From an optimization exercise on the open Yosys and OpenROAD flow, aimed at small area; shortcuts taken in it are not production practice. Only simulation tests tie the RTL to the original design; equivalence was not proved. Power and IR drop assume default switching activity.

## flow/run.sh

```bash
#!/bin/bash
# synth_recipe.tcl (not shown) runs the flow's synth.tcl, then flattens the netlist and writes it again
# the make line also repeats each setting of config.mk as NAME=value (left out here)
make -C /OpenROAD-flow-scripts/flow DESIGN_CONFIG=/design/flow/config.mk WORK_HOME=/design/flow/orfs CLKGATE_MAP_FILE= SYNTH_SCRIPT=/design/flow/synth_recipe.tcl finish
```

## flow/config.mk

```make
export PLATFORM = sky130hd
export DESIGN_NAME = TIA
export DESIGN_NICKNAME = TIA
export VERILOG_FILES = /design/flow/design.v
export SDC_FILE = /design/flow/constraint.sdc
export NUM_CORES = 4
export LEC_CHECK = 0
export CAP_MARGIN = 20
export CORE_MARGIN = 2
export CORE_UTILIZATION = 40
export PLACE_DENSITY = 0.6
export SLEW_MARGIN = 20
```

## flow/constraint.sdc

```tcl
create_clock -name core_clock -period 12.0 [get_ports {MASTERCLK}]
set_input_delay 2.4000 -clock core_clock [delete_from_list [all_inputs] [get_ports {MASTERCLK}]]
set_output_delay 2.4000 -clock core_clock [all_outputs]
set_load 0.01 [all_outputs]
```

## flow/design.v

```verilog
 `timescale 1ns / 1ps
module TIA(A,  
			Din,  
			Dout,  
			CS_n,  
			CS,  
			R_W_n,  
			RDY,  
			MASTERCLK,  
			BUS_EN,  
			idump_in,  
			Ilatch,  
			HSYNC,  
			HBLANK,  
			VSYNC,  
			VBLANK,  
			COLOROUT,  
			RES_n,  
			audv0,  
			audv1);  
   input [5:0] A;
   input [7:0] Din;
   output [7:0] Dout;
   input [2:0] 	CS_n;
   input 	CS;
   input 	R_W_n;
   output 	RDY;
   input 	MASTERCLK;
   input 	BUS_EN;
   input [1:0] 	Ilatch; 			 
   input [3:0] 	idump_in; 		 
   output 	HSYNC, HBLANK;
   output 	VSYNC, VBLANK;
   output [7:0] COLOROUT;
   input wire	RES_n;
   output reg [3:0] audv0, audv1;
   reg [7:0] 	Dout;
   wire 	HSYNC;
   reg 		VSYNC, VBLANK;
   reg [7:0] 	hCount;
   reg [3:0] 	hCountReset;
   reg clk_30;
   reg [7:0] clk_30_count;
   wire [3:0] Idump;
   wire [1:0] latchedInputsValue;
   reg 	      inputLatchEnabled, inputLatchReset;
   reg [1:0]  latchedInputs;
   always @(posedge MASTERCLK  )  
   begin
		if (~RES_n) begin
			hCount <= 8'd0;
			hCountReset[3:1] <= 3'd0;
			clk_30 <= 0;
			clk_30_count <= 0;
			latchedInputs <= 2'b11;
		end
		else begin
			if (inputLatchReset)
				 latchedInputs <= 2'b11;
			 else
				 latchedInputs <= latchedInputs & Ilatch;
			if (clk_30_count == 57) begin
				 clk_30 <= ~clk_30;
				 clk_30_count <= 0;
			 end else begin
				 clk_30_count <= clk_30_count + 1;
			 end
	 		 if ((hCountReset[3]) ||(hCount == 8'd227))			 
			    hCount <= 8'd0;
			 else
				 hCount <= hCount + 8'd1;
			 hCountReset[3:1] <= hCountReset[2:0];
		end
   end  
   assign HSYNC = (hCount >= 8'd20) && (hCount <  8'd36);
   assign HBLANK = (hCount < 8'd68);
   reg [7:0] player0Pos, r_player0Pos, player1Pos, r_player1Pos, missile0Pos, missile1Pos, ballPos;
   reg [4:0] player0Size, player1Size;
   reg [7:0] player0Color, player1Color, ballColor, pfColor, bgColor;
   reg [3:0] player0Motion, player1Motion, missile0Motion, missile1Motion,
				 ballMotion;
   reg 	     missile0Enable, missile1Enable, ballEnable, R_ballEnable;
   reg [1:0] ballSize;
   reg [19:0] pfGraphic, r_pfGraphic;
   reg [7:0]  player0Graphic, player1Graphic;
   reg [7:0]  R_player0Graphic, R_player1Graphic;
   reg 	      pfReflect, player0Reflect, player1Reflect;
   reg 	      prioCtrl;
   reg 	      pfColorCtrl;
   reg [14:0] collisionLatch;
   reg 	      missile0Lock, missile1Lock;
   reg 	      player0VertDelay, player1VertDelay, ballVertDelay;
   reg [3:0]  audc0, audc1;
   reg [4:0]  audf0, audf1;
   wire [7:0] pixelNum;
	assign pixelNum = (hCount >= 8'd68) ? (hCount - 8'd68) : 8'd227;
   wire [5:0] pfPixelNum;
   wire       pfPixelOn, pfLeftPixelVal, pfRightPixelVal;
   assign pfPixelNum = pixelNum[7:2];							 
   wire [63:0] pfGraphicExt = {44'd0, pfGraphic};	 
   assign pfLeftPixelVal  = pfGraphicExt[pfPixelNum];
   assign pfRightPixelVal = (pfReflect == 1'b0) ? pfGraphicExt[pfPixelNum - 6'd20]:
										pfGraphicExt[6'd39 - pfPixelNum];
   assign pfPixelOn = (pfPixelNum < 6'd20)? pfLeftPixelVal : pfRightPixelVal;
   wire       pl0PixelOn;
   wire [7:0] pl0Mask, pl0MaskDel;
	reg  [7:0] player0Gfx_2clk;							 
	reg        HBLANKdelay;
	assign pl0MaskDel = (player0VertDelay)? R_player0Graphic : player0Gfx_2clk;
   assign pl0Mask = (!player0Reflect)? pl0MaskDel : {pl0MaskDel[0], pl0MaskDel[1],
																	  pl0MaskDel[2], pl0MaskDel[3],
																	  pl0MaskDel[4], pl0MaskDel[5],
																	  pl0MaskDel[6], pl0MaskDel[7]};
	reg [7:0] r1_player0Pos, r2_player0Pos, r3_player0Pos;
	reg [7:0] r1_player1Pos, r2_player1Pos, r3_player1Pos;
	reg pl0Reset, pl1Reset;
	always @ (posedge MASTERCLK)
	if (~RES_n) begin
		r1_player0Pos <= 0; r2_player0Pos <= 0; r3_player0Pos <= 0; r_player0Pos <= 0;
		r1_player1Pos <= 0; r2_player1Pos <= 0; r3_player1Pos <= 0; r_player1Pos <= 0;
		pfGraphic <= 0; player0Gfx_2clk <= 0;
	end
	else if (BUS_EN)
	begin
		r1_player0Pos <= player0Pos;
		r2_player0Pos <= r1_player0Pos;
		r3_player0Pos <= r2_player0Pos;
		r_player0Pos  <= r3_player0Pos;
		r1_player1Pos <= player1Pos;
		r2_player1Pos <= r1_player1Pos;
		r3_player1Pos <= r2_player1Pos;
		r_player1Pos  <= r3_player1Pos;
		pfGraphic     	 <= r_pfGraphic;
		player0Gfx_2clk <= player0Graphic;
	end
	objPlayersPixelOn objpl0 (pixelNum, r_player0Pos, player0Size[2:0], pl0Mask, pl0Reset, pl0PixelOn);
   wire       pl1PixelOn;
   wire [7:0] pl1Mask, pl1MaskDel;
   assign pl1MaskDel = (player1VertDelay)? R_player1Graphic : player1Graphic;
   assign pl1Mask = (!player1Reflect)? pl1MaskDel : {pl1MaskDel[0], pl1MaskDel[1],
																	  pl1MaskDel[2], pl1MaskDel[3],
																	  pl1MaskDel[4], pl1MaskDel[5],
																	  pl1MaskDel[6], pl1MaskDel[7]};
   objPlayersPixelOn objpl1 (pixelNum, r_player1Pos, player1Size[2:0], pl1Mask, pl1Reset, pl1PixelOn);
   wire       mis0PixelOn, mis0PixelOut;
   wire [7:0] mis0ActualPos;
   reg  [7:0] mis0Mask;
   always @*
   begin
		case(player0Size[4:3])
		  2'd0: mis0Mask <= 8'h01;
		  2'd1: mis0Mask <= 8'h03;
		  2'd2: mis0Mask <= 8'h0F;
		  2'd3: mis0Mask <= 8'hFF;
		endcase
   end  
   assign mis0ActualPos = (missile0Lock)? player0Pos : missile0Pos;
   objPixelOn objpix1 (pixelNum, mis0ActualPos, player0Size[2:0], mis0Mask, mis0PixelOut);
   assign mis0PixelOn = mis0PixelOut && missile0Enable;
   wire mis1PixelOn, mis1PixelOut;
   wire [7:0] mis1ActualPos;
   reg [7:0]  mis1Mask;
	always @*
   begin
		case(player1Size[4:3])
		  2'd0: mis1Mask <= 8'h01;
		  2'd1: mis1Mask <= 8'h03;
		  2'd2: mis1Mask <= 8'h0F;
		  2'd3: mis1Mask <= 8'hFF;
		endcase
   end   
   assign mis1ActualPos = (missile1Lock) ? player1Pos : missile1Pos;
   objPixelOn objpix4 (pixelNum, mis1ActualPos, player1Size[2:0], mis1Mask, mis1PixelOut);
   assign mis1PixelOn = mis1PixelOut  & missile1Enable;			 
   wire ballPixelOut, ballPixelOn, ballEnableDel;
   reg [7:0] ballMask  ;
   always @*
   begin
		case(ballSize)
		  2'd0: ballMask <= 8'h01;
		  2'd1: ballMask <= 8'h03;
		  2'd2: ballMask <= 8'h0F;
		  2'd3: ballMask <= 8'hFF;
		endcase
   end  
   objPixelOn objball (pixelNum, ballPos, 3'd0, ballMask, ballPixelOut);
   assign ballEnableDel = ((ballVertDelay)? R_ballEnable : ballEnable);
   assign ballPixelOn = ballPixelOut && ballEnableDel;
   reg [7:0] pfActualColor;
   always @*
   begin
		if (pfColorCtrl)
		begin
	     if (pfPixelNum < 6'd20)
	       pfActualColor <= player0Color;
	     else
	       pfActualColor <= player1Color;
		end
		else
			pfActualColor <= pfColor;
   end  
   reg [7:0] pixelColor;
   assign COLOROUT = (HBLANK || HBLANKdelay) ? 8'b0 : pixelColor;				 
   always @*
   begin
		if (!prioCtrl)
		begin
		  if (pl0PixelOn || mis0PixelOn)
				 pixelColor <= player0Color;
		  else if( ballPixelOn)		 
				 pixelColor <=  pfColor  ;			 
		  else if (pl1PixelOn || mis1PixelOn)
				 pixelColor <= player1Color;
		  else if (pfPixelOn)
				 pixelColor <= pfActualColor;
		  else
				 pixelColor <= bgColor;
		end
		else begin
			if (pfPixelOn)
			  pixelColor <= pfActualColor;
		   else if( ballPixelOn)
				 pixelColor <=  pfColor;
			else if (pl0PixelOn || mis0PixelOn)
			  pixelColor <= player0Color;
		   else if (pl1PixelOn || mis1PixelOn)
			  pixelColor <= player1Color;
		   else if( ballPixelOn)
				 pixelColor <=  pfColor;
			else
			  pixelColor <= bgColor;
		end
   end  
   wire [14:0] collisions;
   reg 	      collisionLatchReset;
   assign collisions = {pl0PixelOn && pl1PixelOn, mis0PixelOn && mis1PixelOn,
								ballPixelOn && pfPixelOn,
								mis1PixelOn && pfPixelOn, mis1PixelOn && ballPixelOn,
								mis0PixelOn && pfPixelOn, mis0PixelOn && ballPixelOn,
								pl1PixelOn && pfPixelOn, pl1PixelOn && ballPixelOn,
								pl0PixelOn && pfPixelOn, pl0PixelOn && ballPixelOn,
								mis1PixelOn && pl0PixelOn, mis1PixelOn && pl1PixelOn,
								mis0PixelOn && pl1PixelOn, mis0PixelOn && pl0PixelOn};
	always @(posedge MASTERCLK)
   begin
		if (~RES_n || collisionLatchReset)
		  collisionLatch <= 15'b000000000000000;
		else
		  collisionLatch <= collisionLatch | collisions;
   end  
   reg wSync, wSyncReset;
   always @(posedge MASTERCLK)
   begin
		if (~RES_n)
			wSync <= 1'b0;
		else if (hCount == 8'd3)
			wSync <= 1'b0;
		else if (wSyncReset && hCount > 8'd5)
			wSync <= 1'b1;
   end  
   assign RDY = ~wSync;
   assign latchedInputsValue = (inputLatchEnabled)? latchedInputs : Ilatch;
   reg inputDumpEnabled;
   assign Idump = (inputDumpEnabled)? 4'b0000 : idump_in;
   always @(posedge MASTERCLK)
   begin
		if (~RES_n) begin
			inputLatchEnabled <= 1'b0;
			inputDumpEnabled <= 1'b0;
			VSYNC <= 1'b0;
			player0Pos <= 8'd0; player1Pos <= 8'd0;
			missile0Pos <= 8'd0; missile1Pos <= 8'd0; ballPos <= 8'd0;
			player0Size <= 5'd0; player1Size <= 5'd0;
			player0Color <= 8'd0; player1Color <= 8'd0; pfColor <= 8'd0; bgColor <= 8'd0;
			pfReflect <= 1'b0; pfColorCtrl <= 1'b0; prioCtrl <= 1'b0; ballSize <= 2'd0;
			player0Reflect <= 1'b0; player1Reflect <= 1'b0;
			r_pfGraphic <= 20'd0;
			audc0 <= 4'd0; audc1 <= 4'd0; audf0 <= 5'd0; audf1 <= 5'd0;
			audv0 <= 4'd0; audv1 <= 4'd0;
			player0Graphic <= 8'd0; player1Graphic <= 8'd0;
			R_player0Graphic <= 8'd0; R_player1Graphic <= 8'd0;
			ballEnable <= 1'b0; R_ballEnable <= 1'b0;
			missile0Enable <= 1'b0; missile1Enable <= 1'b0;
			player0Motion <= 4'd0; player1Motion <= 4'd0; missile0Motion <= 4'd0;
			missile1Motion <= 4'd0; ballMotion <= 4'd0;
			player0VertDelay <= 1'b0; player1VertDelay <= 1'b0; ballVertDelay <= 1'b0;
			missile0Lock <= 1'b0; missile1Lock <= 1'b0;
			inputLatchReset <= 1'b0;
			collisionLatchReset <= 1'b0;
			hCountReset[0] <= 1'b0;
			wSyncReset <= 1'b0;
			Dout <= 8'b00000000;
			VBLANK <= 0;
			pl0Reset <= 0;
			pl1Reset <= 0;
			HBLANKdelay <= 0;
		end
		else if (!BUS_EN) begin
		end
		else if (CS && !CS_n) begin
			inputLatchReset <= ({R_W_n, A[5:0]} == 7'h01 && Din[6] && !inputLatchEnabled);
			collisionLatchReset <= ({R_W_n, A[5:0]} == 7'h2C);
			hCountReset[0] <= ({R_W_n, A[5:0]} == 7'h03);
			wSyncReset <= ({R_W_n, A[5:0]} == 7'h02) && !wSync;
			case({R_W_n, A[5:0]})
			  7'h70: 	Dout <= {collisionLatch[1:0],6'b000000};
			  7'h71: 	Dout <= {collisionLatch[3:2],6'b000000};
			  7'h72: 	Dout <= {collisionLatch[5:4],6'b000000};
			  7'h73: 	Dout <= {collisionLatch[7:6],6'b000000};
			  7'h74: 	Dout <= {collisionLatch[9:8],6'b000000};
			  7'h75: 	Dout <= {collisionLatch[11:10],6'b000000};
			  7'h76: 	Dout <= {collisionLatch[12],7'b0000000};
			  7'h77: 	Dout <= {collisionLatch[14:13],6'b000000};
			  7'h78: 	Dout <= {Idump[0], 7'b0000000};
			  7'h79: 	Dout <= {Idump[1], 7'b0000000};
			  7'h7A: 	Dout <= {Idump[2], 7'b0000000};
			  7'h7B: 	Dout <= {Idump[3], 7'b0000000};
			  7'h7C: 	Dout <= {latchedInputsValue[0], 7'b0000000};
			  7'h7D: 	Dout <= {latchedInputsValue[1], 7'b0000000};
			  7'h00: VSYNC <= Din[1];
			  7'h01: begin
					inputLatchEnabled <= Din[6];
					inputDumpEnabled <= Din[7];
					VBLANK <= Din[1];
			  end
			  7'h02:	begin
			  		pl0Reset <= 0;
					pl1Reset <= 0;
				end
			  7'h03:;
			  7'h04: player0Size <= {Din[5:4],Din[2:0]};
			  7'h05: player1Size <= {Din[5:4],Din[2:0]};
			  7'h06: player0Color <= Din;
			  7'h07: player1Color <= Din;
			  7'h08: pfColor <= Din;
			  7'h09: bgColor <= Din;
			  7'h0A: begin
					pfReflect <= Din[0];
					pfColorCtrl <= Din[1];
					prioCtrl <= Din[2];
					ballSize <= Din[5:4];
			  end
			  7'h0B: player0Reflect <= Din[3];
			  7'h0C: player1Reflect <= Din[3];
			  7'h0D: r_pfGraphic[3:0] <= Din[7:4];    
			  7'h0E: r_pfGraphic[11:4] <= {Din[0], Din[1], Din[2], Din[3], Din[4], Din[5], Din[6], Din[7]};  
			  7'h0F: r_pfGraphic[19:12] <= Din[7:0];   
			  7'h10:
			   begin
						player0Pos <= pixelNum + 2;   	 
						if( hCount <  8'd68)					 
						   player0Pos <= 0;
						pl0Reset <= 1;
			   end
			  7'h11:
			   begin
						player1Pos <= pixelNum + 2;		 
						if( hCount <  8'd68)					 
						   player1Pos <= 0;
						pl1Reset <= 1;
			   end
			  7'h12: missile0Pos <= pixelNum + 1;
			  7'h13: missile1Pos <= pixelNum + 1;
			  7'h14:
			   begin
					ballPos <= pixelNum   - 1 +  1;					 
					if( hCount <  8'd68)				 
						ballPos <= hCount - 8'd68 + 8'd2;
				end
			  7'h15: audc0 <= Din[3:0];
			  7'h16: audc1 <= Din[3:0];
			  7'h17: audf0 <= Din[4:0];
			  7'h18: audf1 <= Din[4:0];
			  7'h19: audv0 <= Din[3:0];
			  7'h1A: audv1 <= Din[3:0];
			  7'h1B: begin
					player0Graphic <= {Din[0], Din[1], Din[2], Din[3],
										  	 Din[4], Din[5], Din[6], Din[7]};
					R_player1Graphic <= player1Graphic;
			  end
			  7'h1C: begin
					player1Graphic <= {Din[0], Din[1], Din[2], Din[3],
											 Din[4], Din[5], Din[6], Din[7]};
					R_player0Graphic <= player0Graphic;
					R_ballEnable <= ballEnable;
			  end
			  7'h1D: missile0Enable <= Din[1];
			  7'h1E: missile1Enable <= Din[1];
			  7'h1F: ballEnable <= Din[1];
			  7'h20: player0Motion <= Din[7:4];
			  7'h21: player1Motion <= Din[7:4];
			  7'h22: missile0Motion <= Din[7:4];
			  7'h23: missile1Motion <= Din[7:4];
			  7'h24: ballMotion <= Din[7:4];
			  7'h25: player0VertDelay <= Din[0];
			  7'h26: player1VertDelay <= Din[0];
			  7'h27: ballVertDelay <= Din[0];
			  7'h28: missile0Lock <= Din[1];
			  7'h29: missile1Lock <= Din[1];
			  7'h2A: begin
					player0Pos <= player0Pos - {{4{player0Motion[3]}}, player0Motion[3:0]};
					player1Pos <= player1Pos - {{4{player1Motion[3]}},	player1Motion[3:0]};
					missile0Pos <= missile0Pos - {{4{missile0Motion[3]}},	missile0Motion[3:0]};
					missile1Pos <= missile1Pos - {{4{missile1Motion[3]}},	missile1Motion[3:0]};
					ballPos <= ballPos - {{4{ballMotion[3]}},ballMotion[3:0]};
					if( ballPos - {{4{ballMotion[3]}},ballMotion[3:0]} >= 8'd227)
						ballPos <= 0;
					if( HBLANK) begin
						HBLANKdelay <= 1;
					end
			  end
			  7'h2B: begin
					player0Motion <= 0;  
					player1Motion <= 0;  
					missile0Motion <= 0;  
					missile1Motion <= 0;  
					ballMotion <= 0;  
			  end
			  7'h2C:;
			  default: Dout <= 8'b00000000;
			endcase
		end  
		else begin
			inputLatchReset <= 1'b0;
			collisionLatchReset <= 1'b0;
			hCountReset[0] <= 1'b0;
			wSyncReset <= 1'b0;
			Dout <= 8'b00000000;
			if( HBLANK) begin
				pl0Reset <= 0;
				pl1Reset <= 0;
			end
			if( hCount >= (8'd68 + 8'd7)) HBLANKdelay <= 0;
		end
  end  
endmodule
module objPixelOn(pixelNum, objPos, objSize, objMask, pixelOn);
   input [7:0] pixelNum, objPos, objMask;
   input [2:0] objSize;
   output      pixelOn;
   wire [7:0]  objIndex;
   wire [8:0]  objByteIndex;
   wire        objMaskOn, objPosOn;
   reg 	       objSizeOn;
   reg [2:0]   objMaskSel;
	assign objIndex = pixelNum - objPos - 8'd1;
   assign objByteIndex = 9'b1 << (objIndex[7:3]);
   always @*
   begin
		case (objSize)
		  3'd0: objSizeOn <= (objByteIndex & 9'b00000001) != 0;
		  3'd1: objSizeOn <= (objByteIndex & 9'b00000101) != 0;		 
		  3'd2: objSizeOn <= (objByteIndex & 9'b00010001) != 0;
		  3'd3: objSizeOn <= (objByteIndex & 9'b00010101) != 0;
		  3'd4: objSizeOn <= (objByteIndex & 9'b10000001) != 0;
		  3'd5: objSizeOn <= (objByteIndex & 9'b00000011) != 0;
		  3'd6: objSizeOn <= (objByteIndex &  9'b100010001) != 0;		 
		  3'd7: objSizeOn <= (objByteIndex & 9'b00001111) != 0;
		endcase
   end  
   always @*
   begin
		case (objSize)
		  3'd5: objMaskSel <= objIndex[3:1];
		  3'd7: objMaskSel <= objIndex[4:2];
		  default: objMaskSel <= objIndex[2:0];
		endcase
   end  
   assign objMaskOn = objMask[objMaskSel];
   assign objPosOn = (pixelNum > objPos) && ({1'b0, pixelNum} <= {1'b0, objPos} + 9'd72);
   assign pixelOn = objSizeOn && objMaskOn && objPosOn;
endmodule
module objPlayersPixelOn(pixelNum, objPos, objSize, objMask, plReset, pixelOn);
   input [7:0] pixelNum, objPos, objMask;
   input [2:0] objSize;
	input  		plReset;
   output      pixelOn;
   wire [7:0]  objIndex;
   wire [8:0]  objByteIndex;
   wire        objMaskOn, objPosOn;
   reg 	       objSizeOn;
   reg [2:0]   objMaskSel;
	assign objIndex = pixelNum - objPos - 8'd1;
   assign objByteIndex = 9'b1 << (objIndex[7:3]);
   always @*
   begin
		case (objSize)
		  3'd0: objSizeOn <= (objByteIndex & 9'b00000001 & ~plReset) != 0;
		  3'd1: objSizeOn <= (plReset) ? ((objByteIndex & 9'b00000100) != 0) : ((objByteIndex & 9'b0000101) != 0);
		  3'd2: objSizeOn <= (plReset) ? ((objByteIndex & 9'b00010000) != 0) : ((objByteIndex & 9'b00010001) != 0);
		  3'd3: objSizeOn <= (plReset) ? ((objByteIndex & 9'b00010100) != 0) : ((objByteIndex & 9'b00010101) != 0);
		  3'd4: objSizeOn <= (objByteIndex & 9'b10000001 & ~plReset) != 0;
		  3'd5: objSizeOn <= (objByteIndex & 9'b00000011 & ~plReset) != 0;
		  3'd6: objSizeOn <= (plReset) ? ((objByteIndex &  9'b100010000) != 0) : ((objByteIndex &  9'b100010001) != 0);
		  3'd7: objSizeOn <= (objByteIndex & 9'b00001111 & ~plReset) != 0;
		endcase
   end  
   always @*
   begin
		case (objSize)
		  3'd5: objMaskSel <= objIndex[3:1];
		  3'd7: objMaskSel <= objIndex[4:2];
		  default: objMaskSel <= objIndex[2:0];
		endcase
   end  
   assign objMaskOn = objMask[objMaskSel];
   assign objPosOn = (pixelNum > objPos) && ({1'b0, pixelNum} <= {1'b0, objPos} + 9'd72);
   assign pixelOn = objSizeOn && objMaskOn && objPosOn;
endmodule
```

==> results.txt <==
==> power by group <==
group | switching [W] | leakage [nW] | internal, W | total (W)
logic | 0.0000814 | 5.63 | 0.0000443 | 0.000126
clock network | 0.000471 | 0.615 | 0.000687 | 0.00116
registers | 0.00000171 | 2.51 | 0.00104 | 0.00104
==> placed cells by master, fill, tap and decap left out, drive strengths merged, types with 16 or more instances in the layout <==
master	netlist	final
nand2	348	348
dfxtp	312	312
nor2b	169	169
mux2i	160	160
nor2	150	150
inv	122	125
a21oi	117	117
ha	115	115
a21boi	113	113
o21ai	98	98
xnor2	84	84
nand3	83	83
clkbuf	115	54
clkdlybuf4s50	0	48
a21o	41	41
nor3	41	41
o211a	38	38
a31oi	37	37
buf	43	37
nand2b	35	35
nand4	28	28
a211oi	25	25
xor2	23	23
a22oi	23	23
o211ai	22	22
and3	19	19
and2	19	19
mux4	17	17
or3	16	16
==> Yosys cell counts (all sizes together), types with 43 or more instances <==
library cell  count
buf              43
dfxtp           312
mux2i           160
o21ai            98
nand2           348
inv             122
xnor2            84
nor2b           169
nand3            83
a21boi          113
a21oi           117
clkbuf          115
nor2            150
ha              115
==> worst register-to-register path, delay by kind of cell (launching register included) <==
kind	cells	cell delay (ns)
AO/OA/AOI/OAI	7	1.89
buffers and inverters	3	0.76
XOR/XNOR	1	0.40
AND/OR/NAND/NOR	6	2.10
adder cells (fa/ha/maj)	2	0.94
flip-flops	1	0.30
==> per-stage QoR <==
stage | hold slack [ns] | total power (W) | utilization
detailed placement | 0.417 | 0.00119 | 0.422
global route | 0.458 | 0.00239 | 0.445
floorplan | 0.412 | 0.00114 | -
CTS | 0.431 | 0.00234 | 0.445
finish | 0.430 | 0.00232 | 0.445
global placement | 0.414 | 0.00118 | 0.422
==> area by class of cell <==
cell class                      instances  area share
Sequential cell                       312       0.261
Tap cell                              696      0.0363
Clock buffer                           54      0.0460
Clock inverter                         13     0.00600
Inverter                              125      0.0196
Timing Repair Buffer                   85      0.0318
Multi-Input combinational cell       2065       0.600
==> worst min path at each step <==
stage	start	endpoint	slack, ns	cells after the start
2_1_floorplan	hCountReset[1]	hCountReset[2]	0.41	1
5_1_grt	hCountReset[1]	hCountReset[2]	0.46	1
6_report	hCountReset[1]	hCountReset[2]	0.43	1
4_1_cts	hCountReset[1]	hCountReset[2]	0.43	1
3_5_place_dp	hCountReset[1]	hCountReset[2]	0.42	1
3_3_place_gp	hCountReset[2]	hCountReset[3]	0.41	1
==> cell families (layout without fill, tap and decap cells) <==
logic type      count (synthesis)  count (layout)  synth area share
simple gates                  965             965             0.219
compound gates                678             678             0.228
flops                         312             312             0.287
buf+inv                       283             277            0.0527
mux                           185             185            0.0954
fa+ha+maj                     123             123            0.0722
xor+xnor                      108             108            0.0452
other cells                     1               6          0.000173
==> metal layers <==
metal / up-vias / track usage
met5: - / 0
met4: 0 / 0.0909
met2: 597 / 0.412
li1: 9446 / -
met3: 136 / 0.0422
met1: 9449 / 0.325
==> flow_metrics.tcl <==
set metrics [dict create \
    status "finished clean" \
    antenna_cells 0 \
    grt_pass1_vias 18900 \
    dp.cells 3282 \
    synth_cell_types 115 \
    ys_ff_latch 312 \
    grt_antenna_before_repair 2 \
    top_regs "pfGraphic x20, r_pfGraphic x20, collisionLatch x15" \
    vias 19600 \
    critPathSlowestCell "or2_1" \
    clockRootBuffer "clkbuf_16" \
    slew_viol_final 0 \
    skew_ns 0.0274 \
    synthToLayoutAreaGrowth_pct 10.3 \
    cts_resized 0 \
    final-instance-count-excl-fill 3350 \
    io_pins 57 \
    dp_hpwl_um 52200 \
    start_util 0.404 \
    firstDrtPassIters 5 \
    startpoint_type "register" \
    syn-instance-count 2655 \
    cts_tree "done" \
    path_clk_slew_ns 0.06 \
    syn_avg_cell_area_um2 8.19 \
    die-area_um2 56200 \
    cts_made_buffers 38 \
    min_period_ns 10.70 \
    endpoint_kind "output pin" \
    synth_flop_cell "dfxtp_1" \
    path_common_cell "ha_1" \
    fmax_mhz 93.4 \
    grt_usage 0.249 \
    row_count 85 \
    post_cts_buffers 0 \
    r2r_end "collisionLatch[1]" \
    ctsHoldBuffers 0 \
    worst_slew_pin_slew_ns 1.13 \
    cap_violations 0 \
    regArea_um2 6250 \
    grt_max_degree 124 \
    timing.critical_path.buf_inv 5 \
    met1_length_um 31700 \
    rsz0062_at_grt "false" \
    fin_ws_ns 1.30 \
    cts_buffer_depth 3 \
    slowest_delay_ns 0.65 \
    die_x_um 237 \
    wl_met2_um 32600 \
    fp.dieH_um 237 \
    synth.largest_area_cell "dfxtp_1" \
    vias_per_cell 5.86 \
    fin_setup_tns_ns 0 \
    peakVddDrop_mv 0.118 \
    htreeDepth 2 \
    cp_num_cells 23 \
    drt_iter0_markers 1854 \
    rr_startpoint "hCount[2]" \
    power_density_nw_per_um2 96.9 \
    power_leakage_nw 8.76 \
    placed_area_um2 22700 \
    reg2reg_setup_slack_ns 5.56 \
    relSlewSlack 0.250 \
    multi_input_area_um2 14400 \
    routed-wl-met3_um 4260 \
    synthArstFlopShare 0 \
    numClockSinks 312 \
    clk_latency_ns 0.58 \
    seq_area_frac_synth 0.287 \
    synth_top_area_frac 0.287 \
    critPathLaunch "hCount[2]" \
    cp_max_fo 27 \
    yosys-top-cells-area "dfxtp_1 (29%), mux2i_1 (7.4%), ha_1 (6.6%), nand2_1 (6.0%), nor2b_1 (4.9%)" \
    crit_required_ns 9.60 \
    crit_type "reg2out" \
    pre_cts_ws_ns 1.88 \
    setup_viol 0 \
    worst_r2r_path_depth 19 \
    finalInstanceArea_um2 24000 \
    crit_path_cell_trace "buf_4 > clkinv_1 > ha_1 > or3b_4 > a221oi_2 > buf_4 > nor2_1 > inv_1 > ha_1 > ha_1 > o21ai_0 > a31oi_1 > a221o_1 > nor3_2 > nand2_1 > o41ai_1 > nand4_1 > a211oi_4 > or2_1 > a32oi_1 > o211a_1 > o21ai_1 > clkdlybuf4s50_1" \
    cp-endpoint "COLOROUT[3]" \
    yosys_warnings 3 \
    fillers 5344 \
    drive_gt1_frac 0.0663 \
    synth_edf_count 0 \
    netlist_area_um2 21700 \
    design.core.area_um2 53800 \
    overflow 0 \
    wire_per_inst_um 21.2 \
    period_share 0.892 \
    hp-class "reg2reg" \
    path_delay_family "compound AO/OA/AOI/OAI gates" \
    nets 2775 \
    drtAntennaViolNets 0 \
    timing.final.hold_violations 0 \
    drc_errors 0 \
    top_layer "met4" \
    worstPathArrival_ns 8.30 \
    gp_congestion 0.931 \
    io_buffers 50 \
    drt_wl_total_um 71100 \
    grt_pass1_wl_um 110000 \
]

## re-timing with driven ports
In the flow no input, the clock included, has a driving cell. The finished layout below was timed again as built, in two steps.
Step 1 (the two cells are an assumption about what drives the block):
set clk [get_ports {MASTERCLK}]
set_driving_cell -lib_cell sky130_fd_sc_hd__clkbuf_16 $clk
set_driving_cell -lib_cell sky130_fd_sc_hd__buf_2 [delete_from_list [all_inputs] $clk]
Step 2 moves the port delays by t, midway between the first and last clock arrival at a register: inputs arrive t later, outputs are due t later. That takes back most of the time a late clock gives input paths.
a / b / c = no drivers / after step 1 / after step 2; a / b = the first two.
t (ns): 0.626
setup WS [ns]: 1.299 / 1.239 / 1.865
slew at the worst register clock pin (ns): 0.07 / 0.07
After both steps setup and hold are still met in this run. For this run, drivers alone change the setup slack by -0.060 ns; drivers and shift together by +0.566 ns.
